What follows belongs to an exercise in optimizing a design on an open flow for small area; a production flow would make more cautious choices.
Function was checked by simulation only, so behaviour that the tests miss may differ from the original.
Power and IR drop assume default switching activity.

File: flow/config.mk
export PLATFORM = sky130hd
export DESIGN_NAME = MyCPU
export DESIGN_NICKNAME = MyCPU
export VERILOG_FILES = /design/flow/design.v
export SDC_FILE = /design/flow/constraint.sdc
export NUM_CORES = 4
export LEC_CHECK = 0
export ABC_AREA = 1
export CAP_MARGIN = 20
export CORE_MARGIN = 2
export CORE_UTILIZATION = 40
export GPL_ROUTABILITY_DRIVEN = 1
export PLACE_DENSITY = 0.45
export SLEW_MARGIN = 20
export SYNTH_HIERARCHICAL = 1
export SYNTH_MINIMUM_KEEP_SIZE = 0
File: flow/design.v
`timescale 1ns / 1ps
module MyCPU(
  input CLK,
  input RST,
  output [31:0] nextPC,
  output [31:0] currPC,
  input [31:0] InsData,
  output [31:0] IRIns,
  output [5:0] op,
  output [4:0] rs,
  output [4:0] rt,
  output [4:0] rd,
  output [15:0] ID_immediate,
  output RegWre,
  output RegDst,
  output [1:0] J,
  output MEM_Read,
  output MEM_Write,
  output MEMtoReg,
  output ExtSign,
  output [2:0] ALUOp,
  output [31:0] Reg_DataBusA,
  output [31:0] Reg_DataBusB,
  output [4:0] addr,
  output [31:0] extended,
  output [1:0] MEM_Con,
  output [1:0] WB_Con,
  output [2:0] ALUCon,
  output [4:0] ID_EX_Reg_RS,
  output [4:0] ID_EX_Reg_RT,
  output [4:0] ID_EX_Reg_RD,
  output [31:0] ID_EX_Reg_immediate,
  output [31:0] ID_EX_DataBusA,
  output [31:0] ID_EX_DataBusB,
  output [31:0] result,
  output EX_MEM_Write_Con,
  output EX_MEM_Read_Con,
  output [31:0] EX_MEM_ALUOut,
  output EX_MEM_MEMtoReg,
  output EX_MEM_RegWre,
  output [4:0] EX_MEM_Reg_RD,
  output [31:0] rData,
  output WB_RegWre,
  output [31:0] WB_DataBus,
  output [4:0] WB_Reg_RD,
  output stall,
  output [1:0] ForwardA,
  output [1:0] ForwardB,
  output Flash,
  output [1:0] PCSrc
  );
  integer i;
  reg [31:0] pc_q;
  reg [31:0] ir_q;
  assign currPC = pc_q;
  assign IRIns = ir_q;
  always @(posedge CLK) ir_q <= InsData;
  reg [5:0] op_q;
  reg [4:0] rs_q, rt_q;
  reg [15:0] imm_q;
  assign op = op_q;
  assign rs = rs_q;
  assign rt = rt_q;
  assign rd = imm_q[15:11];
  assign ID_immediate = imm_q;
  always @(posedge CLK or negedge RST)
    if (!RST) begin
      op_q <= 6'b0; rs_q <= 5'b0; rt_q <= 5'b0; imm_q <= 16'b0;
    end else if (Flash) begin
      op_q <= 6'b0; rs_q <= 5'b0; rt_q <= 5'b0; imm_q <= 16'b0;
    end else begin
      op_q <= ir_q[31:26]; rs_q <= ir_q[25:21]; rt_q <= ir_q[20:16]; imm_q <= ir_q[15:0];
    end
  wire op_add  = op_q == 6'b000000;
  wire op_addi = op_q == 6'b000001;
  wire op_sub  = op_q == 6'b000010;
  wire op_subi = op_q == 6'b000011;
  wire op_cmp  = op_q == 6'b000100;
  wire op_cmps = op_q == 6'b000101;
  wire op_sl   = op_q == 6'b000110;
  wire op_sr   = op_q == 6'b000111;
  wire op_or   = op_q == 6'b001000;
  wire op_and  = op_q == 6'b001001;
  wire op_mw   = op_q == 6'b010000;
  wire op_mr   = op_q == 6'b010001;
  wire op_mov  = op_q == 6'b100000;
  wire op_movi = op_q == 6'b100001;
  wire op_jmp  = op_q == 6'b100010;
  wire op_jb   = op_q == 6'b100011;
  assign RegWre = op_add | op_addi | op_sub | op_subi | op_cmp | op_cmps | op_sl | op_sr |
                  op_or | op_and | op_mr | op_mov | op_movi;
  assign RegDst = op_addi | op_subi | op_movi | op_jmp | op_jb;
  assign J = {op_jmp | op_jb, op_jb};
  assign MEM_Read = op_mr;
  assign MEM_Write = op_mw;
  assign MEMtoReg = op_mw | op_mr;
  assign ExtSign = op_addi | op_subi | op_movi;
  assign ALUOp[2] = op_sl | op_sr | op_or | op_and;
  assign ALUOp[1] = op_cmp | op_jb | op_cmps | op_or | op_and;
  assign ALUOp[0] = op_sub | op_subi | op_cmps | op_sr | op_and;
  assign addr = RegDst ? rt_q : imm_q[15:11];
  wire [4:0] ID_RT = RegDst ? 5'b0 : rt_q;
  assign extended = {{16{ExtSign & imm_q[15]}}, imm_q};
  reg [1:0] memc_q, wbc_q;
  reg [2:0] aluc_q;
  reg [4:0] exrs_q, exrt_q, exrd_q;
  reg [16:0] eximm_q;
  reg [31:0] exa_q, exb_q;
  assign MEM_Con = memc_q;
  assign WB_Con = {memc_q[1] | memc_q[0], wbc_q[0]};
  assign ALUCon = aluc_q;
  assign ID_EX_Reg_RS = exrs_q;
  assign ID_EX_Reg_RT = exrt_q;
  assign ID_EX_Reg_RD = exrd_q;
  assign ID_EX_Reg_immediate = {{15{eximm_q[16]}}, eximm_q};
  assign ID_EX_DataBusA = exa_q;
  assign ID_EX_DataBusB = exb_q;
  always @(posedge CLK or negedge RST)
    if (!RST) begin
      memc_q <= 2'b0; wbc_q <= 2'b0; aluc_q <= 3'b0;
      exrs_q <= 5'b0; exrt_q <= 5'b0; exrd_q <= 5'b0;
      eximm_q <= 17'b0; exa_q <= 32'b0; exb_q <= 32'b0;
    end else begin
      memc_q <= {MEM_Read, MEM_Write};
      wbc_q <= {MEMtoReg, RegWre};
      aluc_q <= ALUOp;
      exrs_q <= rs_q;
      exrt_q <= ID_RT;
      exrd_q <= addr;
      eximm_q <= extended[16:0];
      exa_q <= Reg_DataBusA;
      exb_q <= Reg_DataBusB;
    end
  wire [31:0] rf [1:31];
  reg [31:1] rf_v;
  wire wb_we = WB_RegWre & (WB_Reg_RD != 5'b0);
  wire [31:1] rf_we;
  genvar w, b;
  generate for (w = 1; w < 32; w = w + 1) begin : rfw
    assign rf_we[w] = wb_we & (WB_Reg_RD == w);
    wire enb = ~rf_we[w];
    reg [31:0] q;
    wire [31:0] nq;
    for (b = 0; b < 32; b = b + 1) begin : bt
      cell_hold h(.en(rf_we[w]), .d(WB_DataBus[b]), .enb(enb), .q(q[b]), .y(nq[b]));
    end
    always @(posedge CLK) q <= nq;
    assign rf[w] = q;
  end endgenerate
  always @(posedge CLK or negedge RST)
    if (!RST) rf_v <= 31'b0;
    else rf_v <= rf_v | rf_we;
  wire bypA = wb_we & (WB_Reg_RD == rs_q);
  wire bypB = wb_we & (WB_Reg_RD == rt_q);
  wire [32:0] selA, selB;
  assign selA[0] = bypA;
  assign selA[32] = 1'b0;
  assign selB[0] = ~ExtSign & bypB;
  assign selB[32] = ExtSign;
  generate for (w = 1; w < 32; w = w + 1) begin : rsel
    assign selA[w] = ~bypA & rf_v[w] & (rs_q == w);
    assign selB[w] = ~ExtSign & ~bypB & rf_v[w] & (rt_q == w);
  end endgenerate
  generate for (b = 0; b < 32; b = b + 1) begin : rdb
    wire [32:0] col;
    assign col[0] = WB_DataBus[b];
    assign col[32] = extended[b];
    for (w = 1; w < 32; w = w + 1) begin : c
      assign col[w] = rf[w][b];
    end
    cell_mux32 ma(.s(selA[31:0]), .d(col[31:0]), .y(Reg_DataBusA[b]));
    cell_mux33 mb(.s(selB), .d(col), .y(Reg_DataBusB[b]));
  end endgenerate
  wire fwA1 = (EX_MEM_Reg_RD == exrs_q) && (EX_MEM_Reg_RD != 5'b0) && EX_MEM_RegWre;
  wire fwA2 = (WB_Reg_RD == exrs_q) && (WB_Reg_RD != 5'b0) && WB_RegWre;
  wire fwB1 = (EX_MEM_Reg_RD == exrt_q) && (EX_MEM_Reg_RD != 5'b0) && EX_MEM_RegWre;
  wire fwB2 = (WB_Reg_RD == exrt_q) && (WB_Reg_RD != 5'b0) && WB_RegWre;
  assign ForwardA = {~fwA1 & fwA2, fwA1};
  assign ForwardB = {~fwB1 & fwB2, fwB1};
  wire [31:0] MEM_ALU_DataBus;
  wire [31:0] A = fwA1 ? MEM_ALU_DataBus : fwA2 ? WB_DataBus : exa_q;
  wire [31:0] B = fwB1 ? MEM_ALU_DataBus : fwB2 ? WB_DataBus : exb_q;
  wire [2:0] c = aluc_q;
  wire sub = ~c[2] & (c[1] | c[0]);
  wire [31:0] Bx = B ^ {32{sub}};
  wire [31:0] ag = A & Bx;
  wire [31:0] ap = A ^ Bx;
  reg [31:0] G, P;
  integer l, k;
  always @(*) begin
    G = ag;
    P = ap;
    G[0] = ag[0] | (ap[0] & sub);
    for (l = 1; l < 32; l = l * 2)
      for (k = 2 * l - 1; k < 32; k = k + 2 * l) begin
        G[k] = G[k] | (P[k] & G[k - l]);
        P[k] = P[k] & P[k - l];
      end
    for (l = 8; l >= 1; l = l / 2)
      for (k = 3 * l - 1; k < 32; k = k + 2 * l) begin
        G[k] = G[k] | (P[k] & G[k - l]);
        P[k] = P[k] & P[k - l];
      end
  end
  wire [31:0] sum = ap ^ {G[30:0], sub};
  wire lt_u = ~G[31];
  wire lt_s = (A[31] ^ B[31]) ? A[31] : lt_u;
  wire big = |B[31:5];
  wire [31:0] Arev, shl, shrev;
  genvar g;
  generate for (g = 0; g < 32; g = g + 1) begin : rv
    assign Arev[g] = A[31 - g];
    assign shrev[g] = shl[31 - g];
  end endgenerate
  assign shl = (c[0] ? Arev : A) << B[4:0];
  wire s_sum = ~c[2] & ~c[1];
  wire s_ltu = ~c[2] & c[1] & ~c[0];
  wire s_lts = ~c[2] & c[1] & c[0];
  wire s_shl = c[2] & ~c[1] & ~c[0] & ~big;
  wire s_shr = c[2] & ~c[1] & c[0] & ~big;
  wire s_lg = c[2] & c[1];
  wire s_or = c[2] & c[1] & ~c[0];
  assign result = ({32{s_sum}} & sum) | ({32{s_shl}} & shl) | ({32{s_shr}} & shrev) |
                  ({32{s_lg}} & ag) | ({32{s_or}} & ap) |
                  {31'b0, (s_ltu & lt_u) | (s_lts & lt_s)};
  assign Flash = J[1] & (~J[0] | result[0]);
  assign PCSrc = {J[1] & ~J[0], J[1] & J[0] & result[0]};
  assign stall = ((rs_q == exrd_q) || (ID_RT == exrd_q)) && (exrd_q != 5'b0);
  wire [31:0] pc4 = {pc_q[31:2] + 30'd1, pc_q[1:0]};
  wire sgn = eximm_q[16];
  wire [31:0] pcb;
  wire [8:0] bc;
  assign bc[0] = 1'b0;
  generate for (g = 0; g < 8; g = g + 1) begin : lo
    assign pcb[g] = pc4[g] ^ eximm_q[g] ^ bc[g];
    assign bc[g + 1] = (pc4[g] & eximm_q[g]) | (bc[g] & (pc4[g] | eximm_q[g]));
  end endgenerate
  wire [8:0] b0, b1;
  wire [7:0] s0, s1;
  assign b0[0] = 1'b0;
  assign b1[0] = 1'b1;
  generate for (g = 0; g < 8; g = g + 1) begin : mid
    assign s0[g] = pc4[g + 8] ^ eximm_q[g + 8] ^ b0[g];
    assign b0[g + 1] = (pc4[g + 8] & eximm_q[g + 8]) | (b0[g] & (pc4[g + 8] | eximm_q[g + 8]));
    assign s1[g] = pc4[g + 8] ^ eximm_q[g + 8] ^ b1[g];
    assign b1[g + 1] = (pc4[g + 8] & eximm_q[g + 8]) | (b1[g] & (pc4[g + 8] | eximm_q[g + 8]));
  end endgenerate
  assign pcb[15:8] = bc[8] ? s1 : s0;
  wire c16 = bc[8] ? b1[8] : b0[8];
  wire [15:0] hi = pc4[31:16];
  wire [16:0] ic, dc;
  assign ic[0] = 1'b1;
  assign dc[0] = 1'b1;
  generate for (g = 0; g < 16; g = g + 1) begin : hd
    assign ic[g + 1] = ic[g] & hi[g];
    assign dc[g + 1] = dc[g] & ~hi[g];
  end endgenerate
  wire up = c16 & ~sgn;
  wire dn = ~c16 & sgn;
  assign pcb[31:16] = hi ^ ({16{up}} & ic[15:0]) ^ ({16{dn}} & dc[15:0]);
  wire nb = RST & PCSrc[0];
  wire nj = RST & PCSrc[1];
  wire n4 = RST & ~PCSrc[0] & ~PCSrc[1];
  assign nextPC = ({32{nb}} & pcb) | ({32{nj}} & {14'b0, eximm_q[15:0], 2'b00}) | ({32{n4}} & pc4);
  always @(posedge CLK or negedge RST)
    if (!RST) pc_q <= 32'b0;
    else if (!stall) pc_q <= nextPC;
  reg exm_w, exm_r, exm_rw;
  reg [31:0] exm_out;
  reg [4:0] exm_rd;
  assign EX_MEM_Write_Con = exm_w;
  assign EX_MEM_Read_Con = exm_r;
  assign EX_MEM_ALUOut = exm_out;
  assign EX_MEM_MEMtoReg = exm_w | exm_r;
  assign EX_MEM_RegWre = exm_rw;
  assign EX_MEM_Reg_RD = exm_rd;
  always @(posedge CLK or negedge RST)
    if (!RST) begin
      exm_w <= 1'b0; exm_r <= 1'b0; exm_rw <= 1'b0; exm_out <= 32'b0; exm_rd <= 5'b0;
    end else begin
      exm_r <= memc_q[1];
      exm_w <= memc_q[0];
      exm_rw <= wbc_q[0];
      exm_out <= result;
      exm_rd <= exrd_q;
    end
  wire [31:0] dm [0:31];
  reg [31:0] dm_v;
  wire [31:0] dm_we;
  generate for (w = 0; w < 32; w = w + 1) begin : dmw
    assign dm_we[w] = exm_w & (exm_rd == w);
    wire enb = ~dm_we[w];
    reg [31:0] q;
    wire [31:0] nq;
    for (b = 0; b < 32; b = b + 1) begin : bt
      cell_hold h(.en(dm_we[w]), .d(exm_out[b]), .enb(enb), .q(q[b]), .y(nq[b]));
    end
    always @(posedge CLK) q <= nq;
    assign dm[w] = q;
  end endgenerate
  always @(posedge CLK or negedge RST)
    if (!RST) dm_v <= 32'b0;
    else dm_v <= dm_v | dm_we;
  wire [31:0] selM;
  generate for (w = 0; w < 32; w = w + 1) begin : msel
    assign selM[w] = exm_r & dm_v[w] & (exm_out[4:0] == w);
  end endgenerate
  generate for (b = 0; b < 32; b = b + 1) begin : rdm
    wire [31:0] col;
    for (w = 0; w < 32; w = w + 1) begin : c
      assign col[w] = dm[w][b];
    end
    cell_mux32 mm(.s(selM), .d(col), .y(rData[b]));
  end endgenerate
  assign MEM_ALU_DataBus = EX_MEM_MEMtoReg ? rData : exm_out;
  reg wb_rw;
  reg [31:0] wb_d;
  reg [4:0] wb_rd;
  assign WB_RegWre = wb_rw;
  assign WB_DataBus = wb_d;
  assign WB_Reg_RD = wb_rd;
  always @(posedge CLK or negedge RST)
    if (!RST) begin
      wb_rw <= 1'b0; wb_d <= 32'b0; wb_rd <= 5'b0;
    end else begin
      wb_rw <= exm_rw;
      wb_rd <= exm_rd;
      wb_d <= MEM_ALU_DataBus;
    end
endmodule
module cell_hold(input en, input d, input enb, input q, output y);
  assign y = (en & d) | (enb & q);
endmodule
module cell_aoi222(input a1, input a2, input b1, input b2, input c1, input c2, output y);
  assign y = ~((a1 & a2) | (b1 & b2) | (c1 & c2));
endmodule
module cell_aoi22(input a1, input a2, input b1, input b2, output y);
  assign y = ~((a1 & a2) | (b1 & b2));
endmodule
module cell_nand11(input [10:0] x, output y);
  assign y = ~(&x);
endmodule
module cell_mux32(input [31:0] s, input [31:0] d, output y);
  wire [10:0] t;
  genvar i;
  generate for (i = 0; i < 10; i = i + 1) begin : g
    cell_aoi222 u(.a1(s[3*i]), .a2(d[3*i]), .b1(s[3*i+1]), .b2(d[3*i+1]), .c1(s[3*i+2]), .c2(d[3*i+2]), .y(t[i]));
  end endgenerate
  cell_aoi22 u10(.a1(s[30]), .a2(d[30]), .b1(s[31]), .b2(d[31]), .y(t[10]));
  cell_nand11 n(.x(t), .y(y));
endmodule
module cell_mux33(input [32:0] s, input [32:0] d, output y);
  wire [10:0] t;
  genvar i;
  generate for (i = 0; i < 11; i = i + 1) begin : g
    cell_aoi222 u(.a1(s[3*i]), .a2(d[3*i]), .b1(s[3*i+1]), .b2(d[3*i+1]), .c1(s[3*i+2]), .c2(d[3*i+2]), .y(t[i]));
  end endgenerate
  cell_nand11 n(.x(t), .y(y));
endmodule
File: flow/standard.sh
#!/bin/bash
# synth_recipe.tcl (not shown) runs the flow's synth.tcl, then flattens the netlist and writes it again
# the make line also repeats each setting of config.mk as NAME=value (left out here)
make -C /OpenROAD-flow-scripts/flow DESIGN_CONFIG=/design/flow/config.mk WORK_HOME=/design/flow/orfs CLKGATE_MAP_FILE= SYNTH_SCRIPT=/design/flow/synth_recipe.tcl "${@:-finish}"
File: flow/constraint.sdc
create_clock -name core_clock -period 13.0 [get_ports {CLK}]
set_input_delay 2.6000 -clock core_clock [delete_from_list [all_inputs] [get_ports {CLK}]]
set_output_delay 2.6000 -clock core_clock [all_outputs]
set_load 0.01 [all_outputs]
File: flow/flow/nf.abc
strash
&get -n
&dch
&nf -R 1000
&put
File: flow/flow/run.sh
#!/bin/bash
set -euo pipefail
W=$(pwd)
{
  cat <<EOF
proc abc {args} {
  set i [lsearch -exact \$args -script]
  if {\$i >= 0} { lset args [expr {\$i + 1}] $W/flow/nf.abc }
  yosys abc {*}\$args
}
EOF
  cat synth_recipe.tcl
} > my_synth.tcl
bash standard.sh SYNTH_SCRIPT=$W/my_synth.tcl "BUFFER_PORTS_ARGS=-buffer_cell sky130_fd_sc_hd__buf_1" finish > standard.log 2>&1
==> results of run 1 <==
## registers in the layout (all words and copies together), names as in the netlist, 6 cells and up
name / cells
wb_d: 32
rfw.q: 992
imm_q: 16
ir_q: 32
exa_q: 32
exm_out: 32
dm_v: 32
exb_q: 32
dmw.q: 1024
eximm_q: 17
pc_q: 32
op_q: 6
rf_v: 31
## routing by layer
metal	GRT usage [%]	vias up
met5	0	-
met4	26.2	16
met3	10.3	1263
met2	60.0	6459
met1	52.0	43400
li1	-	35000
## placed cells by master (no fill, tap or decap), drive strengths merged, types with 8 or more instances in the layout
cell type	synthesis	final
dfxtp	2048	2048
a22o	2017	2017
a222oi	994	994
buf	105	924
clkbuf	0	422
nand4	314	314
dfrtp	307	307
nand2	297	297
nor2	247	247
clkinv	140	170
mux2i	124	124
o21ai	116	116
and3	87	87
nand2b	85	85
a22oi	80	80
a21oi	75	75
mux2	70	70
xnor2	69	69
xor2	65	65
nand3	49	49
and2	46	46
nor3	43	43
ha	37	37
fa	30	30
o22ai	18	18
o221ai	16	16
and4	15	15
nor4	13	13
diode	0	12
a21o	11	11
a221o	11	11
inv	0	11
a31oi	9	9
a211oi	9	9
nor2b	8	8
## Yosys stat by module (local to each module, per instance), a selection
module | times used | cell area, um2 | flops+latches | cells inside
cell_nand11 | 96 | 22.5 | 0 | 4
cell_aoi22 | 64 | 7.51 | 0 | 1
cell_aoi222 | 992 | 10.0 | 0 | 1
MyCPU | 1 | 60300 | 2355 | 4150
cell_hold | 2016 | 8.76 | 0 | 1
## path summary, 6_finish.rpt
path	start	to	slack [ns]	cells past startpoint
min in group asynchronous	RST	exa_q[5]$_DFF_PN0_	1.65	1
max in group asynchronous	RST	rf_v[19]$_DFF_PN0_	8.22	4
worst min register to register	wbc_q$_DFF_PN0_	exm_rw$_DFF_PN0_	0.40	0
worst min-delay path	wbc_q$_DFF_PN0_	exm_rw$_DFF_PN0_	0.40	0
worst max register to register	exm_out[0]$_DFF_PN0_	pc_q[16]$_DFFE_PN0N_	3.82	38
worst max-delay path	exm_out[0]$_DFF_PN0_	nextPC[3]	0.44	39
## timing repair
item | 4_1_cts | 5_1_grt
hold buffers | 0 | 0
gates resized for setup | 7 | 30
hold endpoints to repair | 0 | 0
setup buffers | 0 | 3
pin swaps | 0 | 3
endpoints found under the setup margin | 32 | 41
gates cloned | 0 | 0
## worst max-delay path: cells and delay by family (launching register included)
| kind | cells | cell delay (ns) |
|---|---|---|
| simple gates | 15 | 2.71 |
| fa+ha+maj | 1 | 0.38 |
| flops | 1 | 0.59 |
| mux | 1 | 0.43 |
| xor+xnor | 1 | 0.13 |
| compound gates | 13 | 3.38 |
| buf+inv | 8 | 1.32 |
## cells in the mapped netlist (all sizes together), types with 7 or more instances
cell type / n
nor3: 43
a211oi: 9
mux2i: 124
nand3: 49
a21oi: 75
or2: 7
ha: 37
nand2b: 85
dfrtp: 307
mux2: 70
buf: 105
a22oi: 80
nand2: 297
fa: 30
o221ai: 16
dfxtp: 2048
o21ai: 116
xor2: 65
xnor2: 69
and3: 87
clkinv: 140
a222oi: 994
and2: 46
a31oi: 9
nor2: 247
and4: 15
nand4: 314
nor4: 13
a22o: 2017
o22ai: 18
a21o: 11
nor2b: 8
a221o: 11
## power breakdown
part	internal (mW)	switching (mW)
Clock	4.54	3.18
Sequential	7.65	0.438
Combinational	0.516	1.29
Total	12.7	4.91
## cell families after synthesis
family                     count (synthesis)  share of synthesized area (%)
AOI/OAI and AO/OA                       3387                           33.2
DFF                                     2355                           53.8
and+or+nand+nor                         1224                           6.89
buffers and inverters                    245                           1.45
muxes                                    194                           2.24
xor gates and xnor gates                 134                           1.30
adders and majority gates                 67                           1.18
## cell type report
class	count	area, um2
fillers	20600	117000
flip-flops and latches	2355	48700
clock inverters	49	518
multi-input cells	5006	40900
diodes	12	30.0
inverters	140	526
well taps	2992	3740
clock buffers	421	8310
repair buffers	925	4940
==> results by group, run 1 <==
Critical path
  • Required @ worst endpoint: 10.40 ns
  • CP Capture Type: output pin
  • Critical path class: reg2out
  • WP data arrival: 9.96 ns
  • CP max FO: 23
  • Worst path slowest cell: dfrtp_4
  • Crit start category: flip-flop
  • Slowest stage delay, CP: 0.59 ns

Floorplanning
  • Placement row count: 174
  • DIE WIDTH: 480 um
  • Die Ht: 480 um
  • I/O pins: 548
  • Die area: 230,000 um2
  • Core Region: 225,000 um2
  • Initial Util: 40.2%

Timing
  • Final Hold Fails: 0
  • PnR worst setup slack: 0.439 ns
  • Final setup fails: 0
  • Clk_skew: 0.0739 ns
  • Setup_tns: 0 ns
  • Slew HR: 15.2%
  • Worst Hold Slack: 0.398 ns
  • Fmax: 0.0796 GHz
  • Slew Limit Fails: 0
  • Least-Margin Pin Slew: 1.27 ns
  • RSZ-0062 raised after global routing: false
  • Tmin final: 12.56 ns
  • Crit share post-route: 96.6%

GRT
  • Initial antenna violation count: 29
  • Total GRT Usage: 40.4%
  • Vias in the first global route: 79,800
  • Largest net degree at the start of global routing: 68
  • Total gr overflow: 0
  • First-pass GRT wire length: 664,000 um

Clock network
  • CTS root buf: clkbuf_16
  • H-tree depth: 5
  • Sink Count: 2,355
  • TritonCTS clock tree: yes
  • CTS Buffer Depth: 4
  • Skew-Pair Late Insertion Delay: 0.96 ns
  • Cts bufs inserted: 280
  • Clock transition at the registers of the reported paths: 0.06 ns

Final layout
  • Share of post-route cells with drive strength above 1: 10.6%
  • Fin util: 47.9%
  • Syn-to-layout area delta: 19.0%
  • Post-route insts no fill: 11,900
  • Design area: 108,000 um2
  • Final nets: 8,809

Detailed routing
  • Wire length on met1: 188,000 um
  • WL met2: 211,000 um
  • DR DRC count: 0
  • Initial drt markers: 17,700
  • Pre-antenna DRT Iters: 14
  • Met3 wire len: 53,600 um
  • Final wirelength: 490,000 um
  • Detail Route Antenna Nets: 0
  • Via count: 86,100
  • Max Used Layer: met5
  • Routed vias/inst: 7.24
  • Post-DR wirelength/cell: 41.2 um

Synth
  • Ys async rst share: 13.0%
  • Ys Warns: 7
  • Mapped Nets: 7,707
  • Top_reg_cell synth: dfxtp_1
  • Top cell type's share of synthesized area: 45.3%
  • Largest area contributor in the netlist: dfxtp_1
  • Post-Syn Area: 90,500 um2
  • Syn avg cell area: 11.9 um2
  • Top post-synthesis cells by area: dfxtp_1 45%, a22o_1 20%, a222oi_1 11%
  • Yosys reg bits: 2,355
  • Post-synth EDFFs: 0
  • Sequential fraction of the synthesis area: 53.8%
  • Distinct cells, synth: 51
  • Post-Synthesis Cells: 7,606

Place
  • Post-DP HPWL: 318,000 um
  • Post-Place Cells: 11,400
  • PortBufs: 547
  • Post-Place Setup Slack: 0.600 ns
  • GPL Wtd Cong: 0.928
  • Placement Cell Area: 98,700 um2

Hold path
  • Hold WC Path Type: reg2reg

Pwr
  • Peak VDD IR: 0.115 mV
  • Lkg Pwr: 41.7 nW
  • Cell Pwr Density: 164 nW/um2
  • Total power after layout: 17.6 mW

Flow run
  • Total of max-cap violations: 0

Run status
  • Status: timing/DRC/antenna clean
==> run 2, diff against run 1 <==
--- a/flow/config.mk
+++ b/flow/config.mk
@@ -11,2 +11,5 @@
 export CORE_UTILIZATION = 40
+export CTS_BUF_LIST = sky130_fd_sc_hd__clkbuf_16
+export CTS_CLUSTER_DIAMETER = 80
+export CTS_CLUSTER_SIZE = 20
 export GPL_ROUTABILITY_DRIVEN = 1
==> run 2 against run 1 <==
Compared with the run above: hold slack better by 0.0016 ns; clock power shrank 35%; sequential share of layout area grew 1.9 points; setup slack gained 0.081 ns; fmax grew 0.65%; count of clock-buffer cells in the layout shrank 269; critical path depth fell by 5; critical endpoint is now nextPC[4]; first-iteration DRC count up 0.65%; via count down 1.3%; design area is 4.1% lower; sequential power hardly changed.
==> results by group, run 2 <==
Pwr
  • Cell Pwr Density: 144 nW/um2
  • Switching share of power: 30.1%
  • Peak VDD IR: 0.119 mV
  • Sequential cell fraction of total power: 54.3%
  • Gate power share: 12.1%
  • Power share of the clock group: 33.5%
  • Lkg Pwr: 39.7 nW
  • Internal cell power: 10.4 mW
  • Net Sw Power: 4.47 mW
  • Total power after layout: 14.9 mW

Critical path
  • Slowest stage delay, CP: 0.60 ns
  • Required @ worst endpoint: 10.40 ns
  • CP max FO: 23
  • Most frequent CP cell: nor2_1
  • CP Capture Type: output pin
  • Top delay family on crit path: simple AND/OR/NAND/NOR gates
  • WP data arrival: 9.88 ns
  • Critical path buffer and inverter count: 6
  • Worst path slowest cell: dfrtp_4
  • Crit start category: flip-flop
  • Critical path class: reg2out

GRT
  • First-pass GRT wire length: 660,000 um
  • Largest net degree at the start of global routing: 68
  • Total GRT Usage: 40.2%
  • Initial antenna violation count: 28
  • Total gr overflow: 0
  • Vias in the first global route: 78,700

Synth
  • Syn avg cell area: 11.9 um2
  • Distinct cells, synth: 51
  • Mapped Nets: 7,707
  • Post-Synthesis Cells: 7,606
  • Top cell type's share of synthesized area: 45.3%
  • Sequential fraction of the synthesis area: 53.8%
  • Post-Syn Area: 90,500 um2
  • Commonest cells in the netlist: 2,048 x dfxtp_1, 2,017 x a22o_1, 994 x a222oi_1
  • Ys Warns: 7
  • Largest area contributor in the netlist: dfxtp_1
  • Post-synth EDFFs: 0
  • Top post-synthesis cells by area: dfxtp_1 45%, a22o_1 20%, a222oi_1 11%
  • Top_reg_cell synth: dfxtp_1
  • Yosys reg bits: 2,355
  • Most frequent cell after synthesis: dfxtp_1
  • Ys async rst share: 13.0%

Clock network
  • Cts bufs inserted: 147
  • Sink Count: 2,355
  • Clock transition at the registers of the reported paths: 0.08 ns
  • TritonCTS clock tree: yes
  • CTS Buffer Depth: 3
  • CTS root buf: clkbuf_16
  • Skew-Pair Late Insertion Delay: 0.84 ns
  • H-tree depth: 4
  • Hold Buf Count CTS: 0

Flow run
  • Total of max-cap violations: 0

Final layout
  • Fin util: 46.0%
  • Final nets: 8,674
  • Commonest non-fill, non-tap cell in the layout: dfxtp_1
  • Design area: 103,000 um2
  • Commonest non-fill, non-tap cells in the layout: 2,048 x dfxtp_1, 2,017 x a22o_1, 994 x a222oi_1, 545 x buf_1, 374 x buf_4
  • Syn-to-layout area delta: 14.2%
  • Largest Register: dmw.q
  • Leading registers by flop count: dmw.q x1024, rfw.q x992
  • Largest register FFs: 1,024
  • Share of post-route cells with drive strength above 1: 8.51%
  • Post-route insts no fill: 11,700

Timing
  • Final setup fails: 0
  • Slew Limit Fails: 0
  • Setup_tns: 0 ns
  • Clk_skew: 0.0299 ns
  • Tmin final: 12.48 ns
  • Least-Margin Pin Slew: 1.26 ns
  • Final Hold Fails: 0
  • PnR worst setup slack: 0.520 ns
  • RSZ-0062 raised after global routing: false
  • Crit share post-route: 96.0%
  • Worst Hold Slack: 0.400 ns
  • Slew HR: 15.8%
  • Fmax: 0.0801 GHz

Detailed routing
  • Detail Route Antenna Nets: 0
  • Initial drt markers: 17,800
  • Post-DR wirelength/cell: 41.7 um
  • Pre-antenna DRT Iters: 14
  • Routed vias/inst: 7.28
  • Via count: 85,000
  • Final wirelength: 486,000 um
  • DR DRC count: 0

Hold path
  • Hold WC Path Type: reg2reg

Floorplanning
  • Initial Util: 40.2%
  • Die area: 230,000 um2
  • I/O pins: 548
  • Core Region: 225,000 um2
  • Die Ht: 480 um
  • Placement row count: 174
  • DIE WIDTH: 480 um

Run status
  • Status: timing/DRC/antenna clean

Place
  • Post-Place Cells: 11,400
  • GPL Wtd Cong: 0.928
  • Post-Place Setup Slack: 0.600 ns
  • Placement Cell Area: 98,700 um2
  • Post-DP HPWL: 318,000 um
  • PortBufs: 547
-- run 2: power by group through the flow --
stage,clock [mW],combinational [mW],sequential (mW)
floorplan,0,0.687,8.25
global placement,0,1.74,8.20
detailed placement,0,1.74,8.21
CTS,5.02,1.75,8.05
global route,5.27,1.86,8.12
finish,4.98,1.81,8.08
-- run 2: cells by family (layout without fill, tap and decap cells) --
logic type	after synthesis	after routing	share of synthesized area [%]
compound gates	3387	3387	33.2
flops	2355	2355	53.8
simple gates	1224	1224	6.89
buf+inv	245	1300	1.45
mux	194	194	2.24
xor+xnor	134	134	1.30
fa+ha+maj	67	67	1.18
other cells	0	20	0
-- run 2: per-module statistics from Yosys (local to each module, per instance), excerpt --
module / flops+latches / cell area [um2] / times used
cell_hold: 0 / 8.76 / 2016
cell_aoi222: 0 / 10.0 / 992
MyCPU: 2355 / 60300 / 1
cell_nand11: 0 / 22.5 / 96
cell_aoi22: 0 / 7.51 / 64
-- run 2: cell type report --
class | count | area, um2
fillers | 20900 | 122000
flip-flops and latches | 2355 | 48700
multi-input cells | 5006 | 40900
repair buffers | 923 | 4920
clock buffers | 152 | 3800
well taps | 2992 | 3740
clock inverters | 85 | 667
inverters | 140 | 526
diodes | 20 | 50.0
-- run 2: metal layers --
metal / GRT usage (%) / part of all wire, % / up-vias
met5: 0 / 0.016 / -
met4: 25.7 / 7.6 / 14
met3: 9.96 / 11 / 1106
met2: 59.4 / 43 / 6219
met1: 52.2 / 39 / 43100
li1: - / - / 34600
-- run 2: worst paths after layout --
path                                 startpoint                   to  slack (ns)  depth (start not counted)
max reg2reg                exm_out[0]$_DFF_PN0_  pc_q[1]$_DFFE_PN0N_        3.85                         35
min in group asynchronous                   RST   exa_q[5]$_DFF_PN0_        1.76                          1
min                             wbc_q$_DFF_PN0_     exm_rw$_DFF_PN0_        0.40                          0
max in group asynchronous                   RST   rf_v[19]$_DFF_PN0_        8.16                          4
min reg2reg                     wbc_q$_DFF_PN0_     exm_rw$_DFF_PN0_        0.40                          0
max                        exm_out[0]$_DFF_PN0_            nextPC[4]        0.52                         34
-- run 2: repair_timing --
action	4_1_cts	5_1_grt
setup endpoints to repair	32	36
setup buffers	0	1
hold endpoints to repair	0	0
pin swaps	0	0
resized for setup	7	24
-- run 2: worst reg2reg max path: cells and delay by family (launching register included) --
kind            cells  cell delay [ns]
compound gates     11             2.97
simple gates       16             3.51
mux                 1             0.45
buf+inv             5             1.00
flops               1             0.60
xor+xnor            1             0.14
fa+ha+maj           1             0.40
==> run 3, diff against run 2 <==
--- a/flow/config.mk
+++ b/flow/config.mk
@@ -8,3 +8,3 @@
 export ABC_AREA = 1
-export CAP_MARGIN = 20
+export CAP_MARGIN = 10
 export CORE_MARGIN = 2
@@ -12,7 +12,7 @@
 export CTS_BUF_LIST = sky130_fd_sc_hd__clkbuf_16
-export CTS_CLUSTER_DIAMETER = 80
-export CTS_CLUSTER_SIZE = 20
+export CTS_CLUSTER_DIAMETER = 100
+export CTS_CLUSTER_SIZE = 24
 export GPL_ROUTABILITY_DRIVEN = 1
 export PLACE_DENSITY = 0.45
-export SLEW_MARGIN = 20
+export SLEW_MARGIN = 10
 export SYNTH_HIERARCHICAL = 1
==> run 3 against run 2 <==
Compared with the run above: still clean on timing, DRC and antenna; via count is 0.54% lower; first-iteration DRC count shrank 3.0%; design area shrank 1.2%; clock power down 15%; die area unchanged; hold slack better by 0.027 ns; synthesized cell count is the same; power is 5.0% lower; sequential share of layout area rose by 0.55 points; highest routed layer unchanged.
==> results by group, run 3 <==
GRT
  • Vias in the first global route: 78,100
  • Initial antenna violation count: 37
  • First-pass GRT wire length: 657,000 um
  • Total GRT Usage: 40.0%
  • Total gr overflow: 0
  • Largest net degree at the start of global routing: 68

Synth
  • Commonest cells in the netlist: 2,048 x dfxtp_1, 2,017 x a22o_1, 994 x a222oi_1
  • Ys async rst share: 13.0%
  • Distinct cells, synth: 51
  • Post-synth EDFFs: 0
  • Syn avg cell area: 11.9 um2
  • Synth Area in Compound Gates: 33.2%
  • Post-Synthesis Cells: 7,606
  • Largest family of logic cells by synthesized area: compound AO/OA/AOI/OAI gates
  • Mapped Nets: 7,707
  • Post-Synth Adder-Cell Area: 1.18%
  • Proportion of synthesized area in mux cells: 2.24%
  • Post-Syn Area: 90,500 um2
  • Largest area contributor in the netlist: dfxtp_1
  • Top_reg_cell synth: dfxtp_1
  • Xor-xnor portion of the synthesized cell area: 1.30%
  • Top cell type's share of synthesized area: 45.3%
  • Sequential fraction of the synthesis area: 53.8%
  • Top post-synthesis cells by area: dfxtp_1 45%, a22o_1 20%, a222oi_1 11%
  • Most frequent cell after synthesis: dfxtp_1
  • Ys Warns: 7
  • Simple-Gate Fraction of Synth Area: 6.89%
  • Yosys reg bits: 2,355

Timing
  • Least-Margin Pin Slew: 1.28 ns
  • Final setup fails: 0
  • Crit share post-route: 96.3%
  • Final Hold Fails: 0
  • PnR worst setup slack: 0.483 ns
  • Setup_tns: 0 ns
  • Fmax: 0.0799 GHz
  • Slew HR: 14.0%
  • Slew Limit Fails: 0
  • Tmin final: 12.52 ns
  • Clk_skew: 0.0582 ns

Floorplanning
  • Die area: 230,000 um2
  • Core Region: 225,000 um2
  • I/O pins: 548
  • DIE WIDTH: 480 um
  • Placement row count: 174
  • Initial Util: 40.2%
  • Die Ht: 480 um

Clock network
  • TritonCTS clock tree: yes
  • Cts bufs inserted: 114
  • H-tree depth: 3
  • Hold Buf Count CTS: 0
  • CTS Buffer Depth: 3
  • Clock transition at the registers of the reported paths: 0.10 ns
  • CTS root buf: clkbuf_16
  • Skew-Pair Late Insertion Delay: 0.84 ns
  • Sink Count: 2,355

Detailed routing
  • Final wirelength: 485,000 um
  • Post-DR wirelength/cell: 41.7 um
  • Pre-antenna DRT Iters: 14
  • Routed vias/inst: 7.28
  • Initial drt markers: 17,300
  • DR DRC count: 0
  • Detail Route Antenna Nets: 0
  • Via count: 84,600

Critical path
  • WP data arrival: 9.92 ns
  • Worst R2R Start: exm_out[0]$_DFF_PN0_
  • Critical path buffer and inverter count: 8
  • Crit start category: flip-flop
  • CP max FO: 23
  • Setup crit start: exm_out[0]$_DFF_PN0_
  • Top delay family on crit path: compound AO/OA/AOI/OAI gates
  • Worst path slowest cell: dfrtp_4
  • CP Capture Type: output pin
  • Required @ worst endpoint: 10.40 ns
  • Critical path class: reg2out
  • Slowest stage delay, CP: 0.62 ns

Pwr
  • Peak VDD IR: 0.131 mV
  • Lkg Pwr: 39.1 nW
  • Cell Pwr Density: 138 nW/um2

Final layout
  • Largest register FFs: 1,024
  • Final nets: 8,640
  • Syn-to-layout area delta: 12.9%
  • Commonest non-fill, non-tap cells in the layout: 2,048 x dfxtp_1, 2,017 x a22o_1, 994 x a222oi_1, 545 x buf_1, 374 x buf_4
  • Largest Register: dmw.q
  • Share of post-route cells with drive strength above 1: 7.87%
  • Leading registers by flop count: dmw.q x1024, rfw.q x992
  • Commonest non-fill, non-tap cell in the layout: dfxtp_1

Hold path
  • Hold WC Path Type: reg2reg
  • Hold wc startpoint: memc_q[0]$_DFF_PN0_

Place
  • Post-DP HPWL: 318,000 um
  • Post-Place Setup Slack: 0.653 ns
  • GPL Wtd Cong: 0.928
  • PortBufs: 547

Run status
  • Status: timing/DRC/antenna clean

Flow run
  • Total of max-cap violations: 0
[run 3: changes by cell type in the layout (fill, tap and decap cells not counted), moves of 3 or more]
cell       change
clkbuf_16     -36
inv_6          -8
clkinv_1       -6
clkinv_2       -4
clkinv_8       -4
diode_2        +3
inv_12         -3
inv_8          +3
[run 3: final timing paths]
kind                       slack [ns]  cells after the start              endpoint
setup / recovery                 0.48                     39             nextPC[3]
hold / removal                   0.43                      0       exm_w$_DFF_PN0_
setup reg to reg                 3.81                     38  pc_q[16]$_DFFE_PN0N_
hold reg to reg                  0.43                      0       exm_w$_DFF_PN0_
max in group asynchronous        8.15                      4   exrd_q[2]$_DFF_PN0_
min in group asynchronous        1.77                      1    exa_q[5]$_DFF_PN0_
[run 3: worst reg2reg max path: cells and delay by family, from the launching register on]
family	cells	cell delay [ns]
AOI/OAI and AO/OA	13	3.39
xor gates and xnor gates	1	0.13
adders and majority gates	1	0.38
buffers and inverters	6	1.03
DFF	1	0.62
muxes	2	0.74
and+or+nand+nor	15	2.76
[run 3: logic make-up (layout without fill, tap and decap cells)]
family	count (synthesis)	after routing
and+or+nand+nor	1224	1224
DFF	2355	2355
muxes	194	194
buffers and inverters	245	1238
adders and majority gates	67	67
AOI/OAI and AO/OA	3387	3387
xor gates and xnor gates	134	134
other	0	23
[run 3: per-layer routing]
metal  vias up  share of wire [%]  GRT usage (%)
li1      34500                  -              -
met1     42900                 39           52.1
met2      5966                 43           59.0
met3      1152                 10           9.42
met4        18                8.0           26.8
met5         -              0.025         0.0829
[run 3: per-stage QoR]
| step | util, % | power [mW] | cells | hold slack [ns] | cell area [um2] |
|---|---|---|---|---|---|
| finish | 45.4 | 14.1 | 11600 | 0.426 | 102000 |
| global route | 45.4 | 14.5 | 11600 | 0.458 | 102000 |
| CTS | 45.4 | 14.1 | 11600 | 0.440 | 102000 |
| detailed placement | 43.9 | 9.95 | 11400 | 0.402 | 98700 |
| global placement | 43.9 | 9.94 | 11400 | 0.382 | 98700 |
| floorplan | - | 8.94 | 7606 | 0.355 | 90500 |
[run 3: layout make-up]
class / instances / area (um2)
repair buffers: 922 / 4900
clock buffers: 116 / 2900
diodes: 23 / 57.6
multi-input cells: 5006 / 40900
inverters: 140 / 526
flip-flops and latches: 2355 / 48700
clock inverters: 60 / 412
well taps: 2992 / 3740
fillers: 21000 / 123000
[run 3: per-module statistics from Yosys (local to each module, per instance), excerpt]
module,cells,flip-flops and latches,area [um2],copies in the design
cell_aoi222,1,0,10.0,992
cell_aoi22,1,0,7.51,64
cell_hold,1,0,8.76,2016
MyCPU,4150,2355,60300,1
cell_nand11,4,0,22.5,96
[run 3: power by group]
part,total (mW),internal (mW),switching [mW]
sequential,8.08,7.64,0.437
combinational,1.80,0.515,1.28
clock,4.24,1.68,2.56
[run 3: what timing repair did]
item | 4_1_cts | 5_1_grt
pin swaps | 0 | 0
buffers inserted | 0 | 1
endpoints found under the setup margin | 32 | 35
gates resized for setup | 12 | 17
==> run 4, diff against run 3 <==
--- a/flow/design.v
+++ b/flow/design.v
@@ -133,2 +133,3 @@
     end
+  wire [31:0] MEM_ALU_DataBus;
   wire [31:0] rf [1:31];
@@ -152,17 +153,28 @@
     else rf_v <= rf_v | rf_we;
-  wire bypA = wb_we & (WB_Reg_RD == rs_q);
-  wire bypB = wb_we & (WB_Reg_RD == rt_q);
-  wire [32:0] selA, selB;
-  assign selA[0] = bypA;
-  assign selA[32] = 1'b0;
-  assign selB[0] = ~ExtSign & bypB;
-  assign selB[32] = ExtSign;
+  reg ph_p, ph_n;
+  always @(posedge CLK or negedge RST)
+    if (!RST) ph_p <= 1'b0;
+    else ph_p <= ~ph_p;
+  always @(negedge CLK or negedge RST)
+    if (!RST) ph_n <= 1'b0;
+    else ph_n <= ph_p;
+  wire ph = ph_p ^ ph_n;
+  wire [4:0] ra = ph ? rt_q : ir_q[25:21];
+  wire mem_we = EX_MEM_RegWre & (EX_MEM_Reg_RD != 5'b0);
+  wire ext = ph & ExtSign;
+  wire hitM = ~ph & mem_we & (EX_MEM_Reg_RD == ra);
+  wire hitW = wb_we & (WB_Reg_RD == ra);
+  wire [33:0] sel;
+  assign sel[0] = ~ext & ~hitM & hitW;
+  assign sel[32] = ext;
+  assign sel[33] = ~ext & hitM;
   generate for (w = 1; w < 32; w = w + 1) begin : rsel
-    assign selA[w] = ~bypA & rf_v[w] & (rs_q == w);
-    assign selB[w] = ~ExtSign & ~bypB & rf_v[w] & (rt_q == w);
+    assign sel[w] = ~ext & ~hitM & ~hitW & rf_v[w] & (ra == w);
   end endgenerate
+  wire [31:0] rport;
   generate for (b = 0; b < 32; b = b + 1) begin : rdb
-    wire [32:0] col;
+    wire [33:0] col;
     assign col[0] = WB_DataBus[b];
     assign col[32] = extended[b];
+    assign col[33] = MEM_ALU_DataBus[b];
     for (w = 1; w < 32; w = w + 1) begin : c
@@ -170,5 +182,13 @@
     end
-    cell_mux32 ma(.s(selA[31:0]), .d(col[31:0]), .y(Reg_DataBusA[b]));
-    cell_mux33 mb(.s(selB), .d(col), .y(Reg_DataBusB[b]));
+    cell_mux34 m(.s(sel), .d(col), .y(rport[b]));
   end endgenerate
+  reg [31:0] rdA_q, rdB_q;
+  always @(posedge CLK or negedge RST)
+    if (!RST) rdA_q <= 32'b0;
+    else rdA_q <= Flash ? 32'b0 : rport;
+  always @(negedge CLK or negedge RST)
+    if (!RST) rdB_q <= 32'b0;
+    else rdB_q <= rport;
+  assign Reg_DataBusA = rdA_q;
+  assign Reg_DataBusB = rdB_q;
   wire fwA1 = (EX_MEM_Reg_RD == exrs_q) && (EX_MEM_Reg_RD != 5'b0) && EX_MEM_RegWre;
@@ -179,3 +199,2 @@
   assign ForwardB = {~fwB1 & fwB2, fwB1};
-  wire [31:0] MEM_ALU_DataBus;
   wire [31:0] A = fwA1 ? MEM_ALU_DataBus : fwA2 ? WB_DataBus : exa_q;
@@ -359 +378,16 @@
 endmodule
+module cell_mux34(input [33:0] s, input [33:0] d, output y);
+  wire [11:0] t;
+  genvar i;
+  generate for (i = 0; i < 11; i = i + 1) begin : g
+    cell_aoi222 u(.a1(s[3*i]), .a2(d[3*i]), .b1(s[3*i+1]), .b2(d[3*i+1]), .c1(s[3*i+2]), .c2(d[3*i+2]), .y(t[i]));
+  end endgenerate
+  cell_nand2 u11(.a(s[33]), .b(d[33]), .y(t[11]));
+  cell_nand12 n(.x(t), .y(y));
+endmodule
+module cell_nand2(input a, input b, output y);
+  assign y = ~(a & b);
+endmodule
+module cell_nand12(input [11:0] x, output y);
+  assign y = ~(&x);
+endmodule
--- a/flow/config.mk
+++ b/flow/config.mk
@@ -8,3 +8,3 @@
 export ABC_AREA = 1
-export CAP_MARGIN = 10
+export CAP_MARGIN = 20
 export CORE_MARGIN = 2
@@ -12,7 +12,7 @@
 export CTS_BUF_LIST = sky130_fd_sc_hd__clkbuf_16
-export CTS_CLUSTER_DIAMETER = 100
-export CTS_CLUSTER_SIZE = 24
+export CTS_CLUSTER_DIAMETER = 80
+export CTS_CLUSTER_SIZE = 20
 export GPL_ROUTABILITY_DRIVEN = 1
 export PLACE_DENSITY = 0.45
-export SLEW_MARGIN = 10
+export SLEW_MARGIN = 20
 export SYNTH_HIERARCHICAL = 1
==> run 4 against run 3 <==
Compared with the run above: still clean; setup slack worse by 0.070 ns; critical path depth increased by 1; fmax is 0.55% lower; core utilization rose by 0.39 points; register-to-register slack worse by 3.1 ns; non-clock buffer count shrank 12; critical path type unchanged; largest cell class unchanged.
==> results by group, run 4 <==
Run status
  • Status: timing/DRC/antenna clean

Place
  • Placement Cell Area: 95,800 um2
  • Post-DP HPWL: 284,000 um
  • GPL Wtd Cong: 0.966
  • Post-Place Setup Slack: -0.0822 ns
  • PortBufs: 547

Critical path
  • R2R Setup Slk: 0.67 ns
  • Crit start category: flip-flop
  • Slowest stage delay, CP: 0.59 ns
  • Critical path class: reg2out
  • Critical path buffer and inverter count: 7
  • CP Capture Type: output pin
  • Worst path slowest cell: dfrtp_4
  • Required @ worst endpoint: 10.40 ns
  • CP max FO: 65
  • WP data arrival: 9.99 ns
  • Top delay family on crit path: simple AND/OR/NAND/NOR gates

Timing
  • PnR worst setup slack: 0.413 ns
  • Least-Margin Pin Slew: 1.33 ns
  • Fmax: 0.0794 GHz
  • Clk_skew: 0.104 ns
  • Slew Limit Fails: 0
  • Worst Hold Slack: 0.375 ns
  • Tmin final: 12.59 ns
  • Crit share post-route: 96.8%
  • Final setup fails: 0
  • Slew HR: 10.4%
  • Final Hold Fails: 0
  • RSZ-0062 raised after global routing: false
  • Setup_tns: 0 ns

Synth
  • Sequential fraction of the synthesis area: 57.2%
  • Syn avg cell area: 12.2 um2
  • Yosys reg bits: 2,421
  • Post-Syn Area: 88,000 um2
  • Distinct cells, synth: 47
  • Top cell type's share of synthesized area: 46.6%
  • Most frequent cell after synthesis: dfxtp_1
  • Largest area contributor in the netlist: dfxtp_1
  • Post-synth EDFFs: 0
  • Post-Synthesis Cells: 7,231
  • Commonest cells in the netlist: 2,048 x dfxtp_1, 2,024 x a22o_1, 693 x a222oi_1
  • Mapped Nets: 7,332
  • Ys Warns: 7
  • Ys async rst share: 15.4%
  • Top_reg_cell synth: dfxtp_1
  • Top post-synthesis cells by area: dfxtp_1 47%, a22o_1 20%, dfrtp_1 9.7%

Pwr
  • Power share of the clock group: 32.7%
  • Cell Pwr Density: 151 nW/um2
  • Internal cell power: 10.7 mW
  • Sequential cell fraction of total power: 54.9%
  • Gate power share: 12.5%
  • Lkg Pwr: 39.5 nW
  • Net Sw Power: 4.40 mW
  • Peak VDD IR: 0.112 mV
  • Switching share of power: 29.0%

Detailed routing
  • Pre-antenna DRT Iters: 13
  • Post-DR wirelength/cell: 38.1 um
  • Routed vias/inst: 6.83
  • Via count: 76,100
  • Final wirelength: 425,000 um
  • Initial drt markers: 12,200
  • DR DRC count: 0
  • Detail Route Antenna Nets: 0

Final layout
  • Syn-to-layout area delta: 14.1%
  • Fin util: 45.8%
  • Leading registers by flop count: dmw.q x1024, rfw.q x992
  • Commonest non-fill, non-tap cells in the layout: 2,048 x dfxtp_1, 2,024 x a22o_1, 693 x a222oi_1, 544 x buf_1, 361 x buf_4
  • Design area: 100,000 um2
  • Largest register FFs: 1,024
  • Layout fillers: 20,300
  • Commonest non-fill, non-tap cell in the layout: dfxtp_1
  • Share of post-route cells with drive strength above 1: 7.66%
  • Largest Register: dmw.q
  • Final nets: 8,286

Clock network
  • Sink Count: 2,421
  • Cts bufs inserted: 147
  • H-tree depth: 4
  • CTS Buffer Depth: 3
  • TritonCTS clock tree: yes
  • CTS root buf: clkbuf_16
  • Clock transition at the registers of the reported paths: 0.09 ns
  • Skew-Pair Late Insertion Delay: 0.84 ns

GRT
  • First-pass GRT wire length: 586,000 um
  • Initial antenna violation count: 31
  • Vias in the first global route: 71,200
  • Largest net degree at the start of global routing: 104
  • Total GRT Usage: 36.4%
  • Total gr overflow: 0

Hold path
  • Hold WC Path Type: reg2reg

Floorplanning
  • Die Ht: 473 um
  • Initial Util: 40.2%
  • DIE WIDTH: 473 um
  • Die area: 224,000 um2
  • Core Region: 219,000 um2
  • Placement row count: 172
  • I/O pins: 548

Flow run
  • Total of max-cap violations: 0
[run 4: changes by cell type after synthesis, moves of 39 or more]
cell | previous run | this run
a21oi_1 | 75 | 128
a222oi_1 | 994 | 693
and2_0 | 46 | 85
mux2i_1 | 124 | 84
nand4_1 | 314 | 216
nor2_1 | 247 | 194
[run 4: kinds of logic after synthesis]
kind of cell             share of synthesized area (%)
flip-flops                                        57.2
multiplexers                                      1.44
adder cells (fa/ha/maj)                           1.21
XOR/XNOR                                          1.34
AND/OR/NAND/NOR                                   6.18
AO/OA/AOI/OAI                                     31.0
buffers and inverters                             1.59
[run 4: metrics by stage]
| step | power (mW) | instances |
|---|---|---|
| after CTS | 15.1 | 11100 |
| after global placement | 10.3 | 10900 |
| after detailed placement | 10.3 | 10900 |
| after floorplan | 9.26 | 7231 |
| final | 15.1 | 11100 |
| after global routing | 15.6 | 11100 |
[run 4: power groups by stage]
stage	sequential (mW)	clock [mW]	combinational, mW
after floorplan	8.52	0	0.746
after global placement	8.44	0	1.82
after detailed placement	8.45	0	1.84
after CTS	8.28	5.00	1.84
after global routing	8.34	5.28	1.96
final	8.30	4.94	1.89
[run 4: final timing paths]
path,cells past startpoint,end,start
hold reg to reg,0,exa_q[4]$_DFF_PN0_,rdA_q[4]$_DFF_PN0_
hold / removal,0,exa_q[4]$_DFF_PN0_,rdA_q[4]$_DFF_PN0_
max in group asynchronous,2,rdB_q[21]$_DFF_NN0_,RST
setup reg to reg,14,rdB_q[29]$_DFF_NN0_,exm_out[0]$_DFF_PN0_
setup / recovery,40,nextPC[16],exm_out[0]$_DFF_PN0_
min in group asynchronous,1,pc_q[27]$_DFFE_PN0N_,RST
[run 4: what timing repair did]
action	CTS	global route
hold buffers	0	0
setup endpoints to repair	32	33
resized for setup	8	26
pin swaps	0	3
setup buffers	0	2
[run 4: per-module statistics from Yosys (local to each module, per instance), a selection]
module	flops+latches	cell area, um2
cell_aoi222	0	10.0
cell_aoi22	0	7.51
cell_nand2	0	3.75
cell_nand11	0	22.5
MyCPU	2421	61700
cell_nand12	0	25.0
[run 4: area by class of cell]
cell class	count	area [um2]	area share, %
diodes	12	30.0	0.0299
well taps	2871	3590	3.58
flip-flops and latches	2421	50400	50.2
clock inverters	74	547	0.545
multi-input cells	4543	36500	36.4
repair buffers	910	4830	4.82
inverters	162	608	0.606
clock buffers	154	3850	3.84
[run 4: worst reg2reg max path, delay by kind of cell (launching register included)]
kind	cells	cell delay [ns]
mux	1	0.76
compound gates	1	0.50
simple gates	9	2.86
buf+inv	3	0.79
flops	1	0.61
[run 4: routing by layer]
| layer | wire length, um | global-route usage (%) | up-vias |
|---|---|---|---|
| met2 | 195000 | 57.3 | 4244 |
| met5 | 97 | 0 | - |
| met1 | 170000 | 47.9 | 39200 |
| met4 | 26800 | 19.6 | 14 |
| li1 | - | - | 32000 |
| met3 | 33300 | 5.65 | 687 |
==> run 5, diff against run 4 <==
--- a/flow/config.mk
+++ b/flow/config.mk
@@ -8,3 +8,3 @@
 export ABC_AREA = 1
-export CAP_MARGIN = 20
+export CAP_MARGIN = 10
 export CORE_MARGIN = 2
@@ -12,7 +12,7 @@
 export CTS_BUF_LIST = sky130_fd_sc_hd__clkbuf_16
-export CTS_CLUSTER_DIAMETER = 80
-export CTS_CLUSTER_SIZE = 20
+export CTS_CLUSTER_DIAMETER = 100
+export CTS_CLUSTER_SIZE = 24
 export GPL_ROUTABILITY_DRIVEN = 1
 export PLACE_DENSITY = 0.45
-export SLEW_MARGIN = 20
+export SLEW_MARGIN = 10
 export SYNTH_HIERARCHICAL = 1
==> run 5 against run 4 <==
Compared with the run above: via count shrank 0.61%; first-iteration DRC count grew 0.86%; area after synthesis is the same; flip-flop and latch count is the same; power shrank 4.3%; final cell count shrank 0.39%; sequential share of layout area grew 0.52 points; critical path type unchanged; sequential power is essentially flat; still clean on timing, DRC and antenna; clock skew grew 0.0037 ns; hold slack is essentially flat.
==> results by group, run 5 <==
Clock network
  • H-tree depth: 3
  • CTS root buf: clkbuf_16
  • Hold Buf Count CTS: 0
  • Clock transition at the registers of the reported paths: 0.11 ns
  • TritonCTS clock tree: yes
  • Skew-Pair Late Insertion Delay: 0.84 ns
  • Sink Count: 2,421
  • CTS Buffer Depth: 3
  • Cts bufs inserted: 115

Floorplanning
  • Core Region: 219,000 um2
  • Initial Util: 40.2%
  • DIE WIDTH: 473 um
  • I/O pins: 548
  • Die area: 224,000 um2
  • Placement row count: 172
  • Die Ht: 473 um

Run status
  • Status: timing/DRC/antenna clean

Synth
  • Top post-synthesis cells by area: dfxtp_1 47%, a22o_1 20%, dfrtp_1 9.7%
  • Most frequent cell after synthesis: dfxtp_1
  • Commonest cells in the netlist: 2,048 x dfxtp_1, 2,024 x a22o_1, 693 x a222oi_1
  • Largest family of logic cells by synthesized area: compound AO/OA/AOI/OAI gates
  • Top_reg_cell synth: dfxtp_1
  • Distinct cells, synth: 47
  • Simple-Gate Fraction of Synth Area: 6.18%
  • Synth Area in Compound Gates: 31.0%
  • Xor-xnor portion of the synthesized cell area: 1.34%
  • Ys async rst share: 15.4%
  • Post-synth EDFFs: 0
  • Yosys reg bits: 2,421
  • Sequential fraction of the synthesis area: 57.2%
  • Ys Warns: 7
  • Post-Syn Area: 88,000 um2
  • Post-Synth Adder-Cell Area: 1.21%
  • Top cell type's share of synthesized area: 46.6%
  • Mapped Nets: 7,332
  • Syn avg cell area: 12.2 um2
  • Largest area contributor in the netlist: dfxtp_1
  • Proportion of synthesized area in mux cells: 1.44%
  • Post-Synthesis Cells: 7,231

Timing
  • Fmax: 0.0794 GHz
  • Crit share post-route: 96.9%
  • Least-Margin Pin Slew: 1.31 ns
  • Tmin final: 12.60 ns
  • Final Hold Fails: 0
  • Final setup fails: 0
  • Clk_skew: 0.108 ns
  • Slew Limit Fails: 0
  • RSZ-0062 raised after global routing: false
  • Slew HR: 11.8%

Final layout
  • Share of post-route cells with drive strength above 1: 7.19%
  • Layout fillers: 20,300
  • Post-route insts no fill: 11,100
  • Largest register FFs: 1,024
  • Commonest non-fill, non-tap cell in the layout: dfxtp_1
  • Design area: 99,300 um2
  • Register area: 50,400 um2
  • Largest Register: dmw.q
  • Multi-input logic area: 36,500 um2
  • Leading registers by flop count: dmw.q x1024, rfw.q x992
  • Commonest non-fill, non-tap cells in the layout: 2,048 x dfxtp_1, 2,024 x a22o_1, 693 x a222oi_1, 544 x buf_1, 365 x buf_4
  • Final nets: 8,259
  • Syn-to-layout area delta: 12.9%

GRT
  • Total GRT Usage: 36.2%
  • Vias in the first global route: 70,900
  • Initial antenna violation count: 25
  • First-pass GRT wire length: 584,000 um
  • Total gr overflow: 0
  • Largest net degree at the start of global routing: 104

Pwr
  • Sequential cell fraction of total power: 57.3%
  • Net Sw Power: 4.28 mW
  • Power share of the clock group: 29.6%
  • Lkg Pwr: 39.1 nW
  • Internal cell power: 10.2 mW
  • Peak VDD IR: 0.124 mV
  • Gate power share: 13.1%
  • Switching share of power: 29.6%
  • Cell Pwr Density: 146 nW/um2

Critical path
  • CP max FO: 31
  • CP Capture Type: output pin
  • Slowest stage delay, CP: 0.59 ns
  • Critical path class: reg2out
  • Most frequent CP cell: buf_4
  • Required @ worst endpoint: 10.40 ns
  • Crit start category: flip-flop
  • WP data arrival: 10.00 ns
  • Worst path slowest cell: dfrtp_4

Place
  • GPL Wtd Cong: 0.966
  • Post-DP HPWL: 284,000 um
  • PortBufs: 547
  • Placement Cell Area: 95,800 um2
  • Post-Place Cells: 10,900

Detailed routing
  • Via count: 75,700
  • Post-DR wirelength/cell: 38.2 um
  • Pre-antenna DRT Iters: 10
  • Final wirelength: 424,000 um
  • Routed vias/inst: 6.82
  • Initial drt markers: 12,300
  • Detail Route Antenna Nets: 0
  • DR DRC count: 0

Flow run
  • Total of max-cap violations: 0

Hold path
  • Hold WC Path Type: reg2reg
[run 5: changes by cell type in the layout (fill, tap and decap cells not counted), moves of 2 or more]
cell,change
nor2_2,-2
mux2i_2,-4
clkinv_8,-5
clkbuf_16,-37
diode_2,+2
clkinv_1,-8
mux2i_1,+4
buf_4,+4
nor2_1,+2
bufinv_16,-2
[run 5: layout make-up]
type / count / share of cell area, %
antenna: 14 / 0.0353
clock buffer: 117 / 2.95
clock inverter: 61 / 0.435
inverter: 162 / 0.612
multi-input combinational: 4543 / 36.7
sequential: 2421 / 50.7
tap: 2871 / 3.62
timing repair buffer: 915 / 4.91
[run 5: Yosys stat by module (local to each module, per instance), excerpt]
module / flops+latches / copies in the design / cells inside
MyCPU: 2421 / 1 / 4223
cell_aoi22: 0 / 32 / 1
cell_aoi222: 0 / 672 / 1
cell_hold: 0 / 2016 / 1
cell_nand11: 0 / 32 / 4
cell_nand12: 0 / 32 / 4
cell_nand2: 0 / 32 / 1
[run 5: layer usage]
layer	wire [um]	global-route usage, %	vias up
li1	-	-	31900
met1	170000	47.5	38900
met2	195000	57.5	4192
met3	32900	5.60	638
met4	25700	19.0	6
met5	48	0	-
[run 5: path summary, 6_finish.rpt]
| check | from | endpoint | slack [ns] | depth (start not counted) |
|---|---|---|---|---|
| min in group asynchronous | RST | pc_q[27]$_DFFE_PN0N_ | 1.78 | 1 |
| worst max-delay path | exm_out[1]$_DFF_PN0_ | nextPC[14] | 0.40 | 38 |
| worst max register to register | exm_out[1]$_DFF_PN0_ | rdB_q[17]$_DFF_NN0_ | 0.71 | 13 |
| max in group asynchronous | RST | rdB_q[24]$_DFF_NN0_ | 3.75 | 2 |
| worst min register to register | rdA_q[4]$_DFF_PN0_ | exa_q[4]$_DFF_PN0_ | 0.37 | 0 |
| worst min-delay path | rdA_q[4]$_DFF_PN0_ | exa_q[4]$_DFF_PN0_ | 0.37 | 0 |
[run 5: what timing repair did]
item | in CTS | in global routing
setup buffers | 0 | 4
endpoints found under the hold margin | 0 | 0
gates resized for setup | 9 | 23
pin swaps | 0 | 3
gates cloned | 0 | 0
endpoints found under the setup margin | 34 | 33
[run 5: metrics by stage]
step           setup TNS [ns]  worst slack [ns]  hold WS, ns  util, %  total power, mW
6_report                    0             0.403        0.374     45.3             14.5
5_1_grt                     0           0.00863        0.392     45.3             14.9
4_1_cts                     0            0.0532        0.385     45.3             14.5
3_5_place_dp           -0.874            -0.156        0.359     43.7             10.3
3_3_place_gp                0            0.0251        0.360     43.7             10.3
2_1_floorplan               0            0.0316        0.355        -             9.26
[run 5: power by group through the flow]
stage          Combinational [mW]  Clock, mW  Sequential [mW]
2_1_floorplan               0.746          0             8.52
3_3_place_gp                 1.82          0             8.44
3_5_place_dp                 1.84          0             8.45
4_1_cts                      1.84       4.35             8.28
5_1_grt                      1.97       4.60             8.34
6_report                     1.89       4.28             8.30
[run 5: worst max-delay path, delay by kind of cell (launching register included)]
family	cells	cell delay, ns
AOI/OAI and AO/OA	8	1.80
xor gates and xnor gates	1	0.16
adders and majority gates	1	0.38
buffers and inverters	11	2.18
DFF	1	0.59
muxes	1	0.58
and+or+nand+nor	16	3.44
[run 5: cells by family (layout without fill, tap and decap cells)]
kind of cell	Yosys count	in the layout
muxes	122	122
xor gates and xnor gates	135	135
other	0	14
adders and majority gates	67	67
DFF	2421	2421
buffers and inverters	267	1255
AOI/OAI and AO/OA	3150	3150
and+or+nand+nor	1069	1069

-- static timing again, ports no longer ideal --
The results above use ideal ports. As a check the final layouts listed here were re-extracted and re-timed, cells and wires unchanged.
Step 1 assumes that a clkbuf_16 drives the clock port and a buf_2 every other input.
Step 2 times the ports against the registers' clock, not the clock port: input delays grow and output delays shrink by t, the midpoint of the rising clock arrivals with the driver on.
a / b / c = no drivers / after step 1 / after step 2; a / b = the first two.
run	t (ns)	setup WS [ns]	worst slew at a driven data input, ns
run 1	1.018	0.439 / 0.339 / 1.358	0.05
run 2	0.924	0.520 / 0.419 / 1.343	0.05
run 3	0.918	0.483 / 0.380 / 1.298	0.05
After both steps every run listed still meets setup and hold.
